Background: an optimization exercise with open tools, aiming at small area and a short achievable clock period. Do not read the settings as production practice. Power figures rest on the tool's default switching activity, not on a simulated workload.

## TempVerilogMultiplier
module TempVerilogMultiplier(
    input clk,
    input reset,
    input en,
    input [31:0] in0,
    input [31:0] in1,
    input [31:0] in2,
    input signedOp,
    output [63:0] out0,
    output [63:0] out0Pre
    );
  reg [31:0] xr;
  reg xs;
  reg bneg0;
  reg bone0;
  reg btwo0;
  reg bneg1;
  reg bone1;
  reg btwo1;
  reg bneg2;
  reg bone2;
  reg btwo2;
  reg bneg3;
  reg bone3;
  reg btwo3;
  reg bneg4;
  reg bone4;
  reg btwo4;
  reg bneg5;
  reg bone5;
  reg btwo5;
  reg bneg6;
  reg bone6;
  reg btwo6;
  reg bneg7;
  reg bone7;
  reg btwo7;
  reg bneg8;
  reg bone8;
  reg btwo8;
  reg bneg9;
  reg bone9;
  reg btwo9;
  reg bneg10;
  reg bone10;
  reg btwo10;
  reg bneg11;
  reg bone11;
  reg btwo11;
  reg bneg12;
  reg bone12;
  reg btwo12;
  reg bneg13;
  reg bone13;
  reg btwo13;
  reg bneg14;
  reg bone14;
  reg btwo14;
  reg bneg15;
  reg bone15;
  reg btwo15;
  reg bone16;
  reg pr0_0;
  reg pr1_0;
  reg pr0_1;
  reg pr0_2;
  reg pr1_2;
  reg pr0_3;
  reg pr1_3;
  reg pr0_4;
  reg pr1_4;
  reg pr0_5;
  reg pr1_5;
  reg pr0_6;
  reg pr1_6;
  reg pr0_7;
  reg pr1_7;
  reg pr0_8;
  reg pr1_8;
  reg pr0_9;
  reg pr1_9;
  reg pr0_10;
  reg pr1_10;
  reg pr0_11;
  reg pr1_11;
  reg pr0_12;
  reg pr1_12;
  reg pr0_13;
  reg pr1_13;
  reg pr0_14;
  reg pr1_14;
  reg pr0_15;
  reg pr1_15;
  reg pr0_16;
  reg pr1_16;
  reg pr0_17;
  reg pr1_17;
  reg pr0_18;
  reg pr1_18;
  reg pr0_19;
  reg pr1_19;
  reg pr0_20;
  reg pr1_20;
  reg pr0_21;
  reg pr1_21;
  reg pr0_22;
  reg pr1_22;
  reg pr0_23;
  reg pr1_23;
  reg pr0_24;
  reg pr1_24;
  reg pr0_25;
  reg pr1_25;
  reg pr0_26;
  reg pr1_26;
  reg pr0_27;
  reg pr1_27;
  reg pr0_28;
  reg pr1_28;
  reg pr0_29;
  reg pr1_29;
  reg pr0_30;
  reg pr1_30;
  reg pr0_31;
  reg pr1_31;
  reg pr0_32;
  reg pr1_32;
  reg pr0_33;
  reg pr1_33;
  reg pr0_34;
  reg pr1_34;
  reg pr0_35;
  reg pr1_35;
  reg pr0_36;
  reg pr1_36;
  reg pr0_37;
  reg pr1_37;
  reg pr0_38;
  reg pr1_38;
  reg pr0_39;
  reg pr1_39;
  reg pr0_40;
  reg pr1_40;
  reg pr0_41;
  reg pr1_41;
  reg pr0_42;
  reg pr1_42;
  reg pr0_43;
  reg pr1_43;
  reg pr0_44;
  reg pr1_44;
  reg pr0_45;
  reg pr1_45;
  ...
==> flow/config.mk <==
export PLATFORM = sky130hd
export DESIGN_NAME = TempVerilogMultiplier
export DESIGN_NICKNAME = TempVerilogMultiplier
export VERILOG_FILES = /design/flow/design.v
export SDC_FILE = /design/flow/constraint.sdc
export NUM_CORES = 4
export LEC_CHECK = 0
export CAP_MARGIN = 20
export CORE_MARGIN = 2
export CORE_UTILIZATION = 40
export SETUP_SLACK_MARGIN = 1.2
export SLEW_MARGIN = 20
==> flow/constraint.sdc <==
create_clock -name core_clock -period 5.6 [get_ports {clk}]
set_input_delay 1.1200 -clock core_clock [delete_from_list [all_inputs] [get_ports {clk}]]
set_output_delay 1.1200 -clock core_clock [all_outputs]
set_load 0.01 [all_outputs]
standard.sh (not shown) runs the stock make flow with config.mk's settings and CLKGATE_MAP_FILE= SYNTH_SCRIPT=/design/flow/synth_recipe.tcl, a recipe that flattens the netlist after the stock synthesis.
==> flow/flow/run.sh <==
#!/bin/bash
# Own layout flow: the standard ORFS flow with two changes:
#  - synthesis runs Yosys's synth with -noabc (in addition to -nofsm -noshare), so the
#    carry-save adder cells written in the RTL reach extract_fa as written (no inverters
#    between full adders); the final ABC mapping of the remaining logic is unchanged.
#  - port buffers are plain sky130_fd_sc_hd__buf_1 cells instead of the default choice.
set -euo pipefail
HERE=$(pwd)
sed 's/yosys synth -nofsm -noshare/yosys synth -nofsm -noshare -noabc/' synth_recipe.tcl > my_synth.tcl
EXTRA=()
if [[ -f flow/extra_make_args ]]; then
  while IFS= read -r line; do [[ -n "$line" ]] && EXTRA+=("$line"); done < flow/extra_make_args
fi
bash standard.sh SYNTH_SCRIPT="$HERE/my_synth.tcl" \
  "BUFFER_PORTS_ARGS=-buffer_cell sky130_fd_sc_hd__buf_1" "${EXTRA[@]}" finish > standard_flow.log 2>&1
==> next run, changes <==
==> flow/run.sh (new file) <==
#!/bin/bash
# synth_recipe.tcl (not shown) runs the flow's synth.tcl, then flattens the netlist and writes it again
# the make line also repeats each setting of config.mk as NAME=value (left out here)
make -C /OpenROAD-flow-scripts/flow DESIGN_CONFIG=/design/flow/config.mk WORK_HOME=/design/flow/orfs CLKGATE_MAP_FILE= SYNTH_SCRIPT=/design/flow/synth_recipe.tcl finish
removed: flow/flow/run.sh
removed: flow/standard.sh
=>
- wire length rose slightly
- via count barely changes
- setup slack gains 0.034 ns
- global-route usage rose by 0.24 points
- utilization went up by 1.9 points
- clock skew drops by 0.0086 ns
- combinational power rose by roughly a tenth
- non-clock buffer count goes up by 58
- count of clock-buffer cells in the layout came out lower by 3
- register-to-register slack gets better by 0.04 ns
No functional check of the RTL was part of any run of this note.

[port drivers added, routing unchanged]
Ports are ideal in the flow. The routed layouts listed here were re-timed in OpenROAD. Step 1, drivers: a clkbuf_16 drives clk and a buf_2 each remaining input, both assumed. Step 2, shift: input delay + t, output delay - t, t = (earliest + latest rising clock arrival at the registers) / 2. This alone moves slack from input paths to output paths. Slacks: ideal ports / drivers / drivers and shift; pairs: ideal ports / drivers.
run	t (ns)	setup WS [ns]	hold WS [ns]
the first run	0.617	0.850 / 0.782 / 1.220	0.500 / 0.500 / 0.500
the second run	0.625	0.884 / 0.819 / 1.263	0.489 / 0.489 / 0.489
After both steps setup and hold are still met in every run listed.
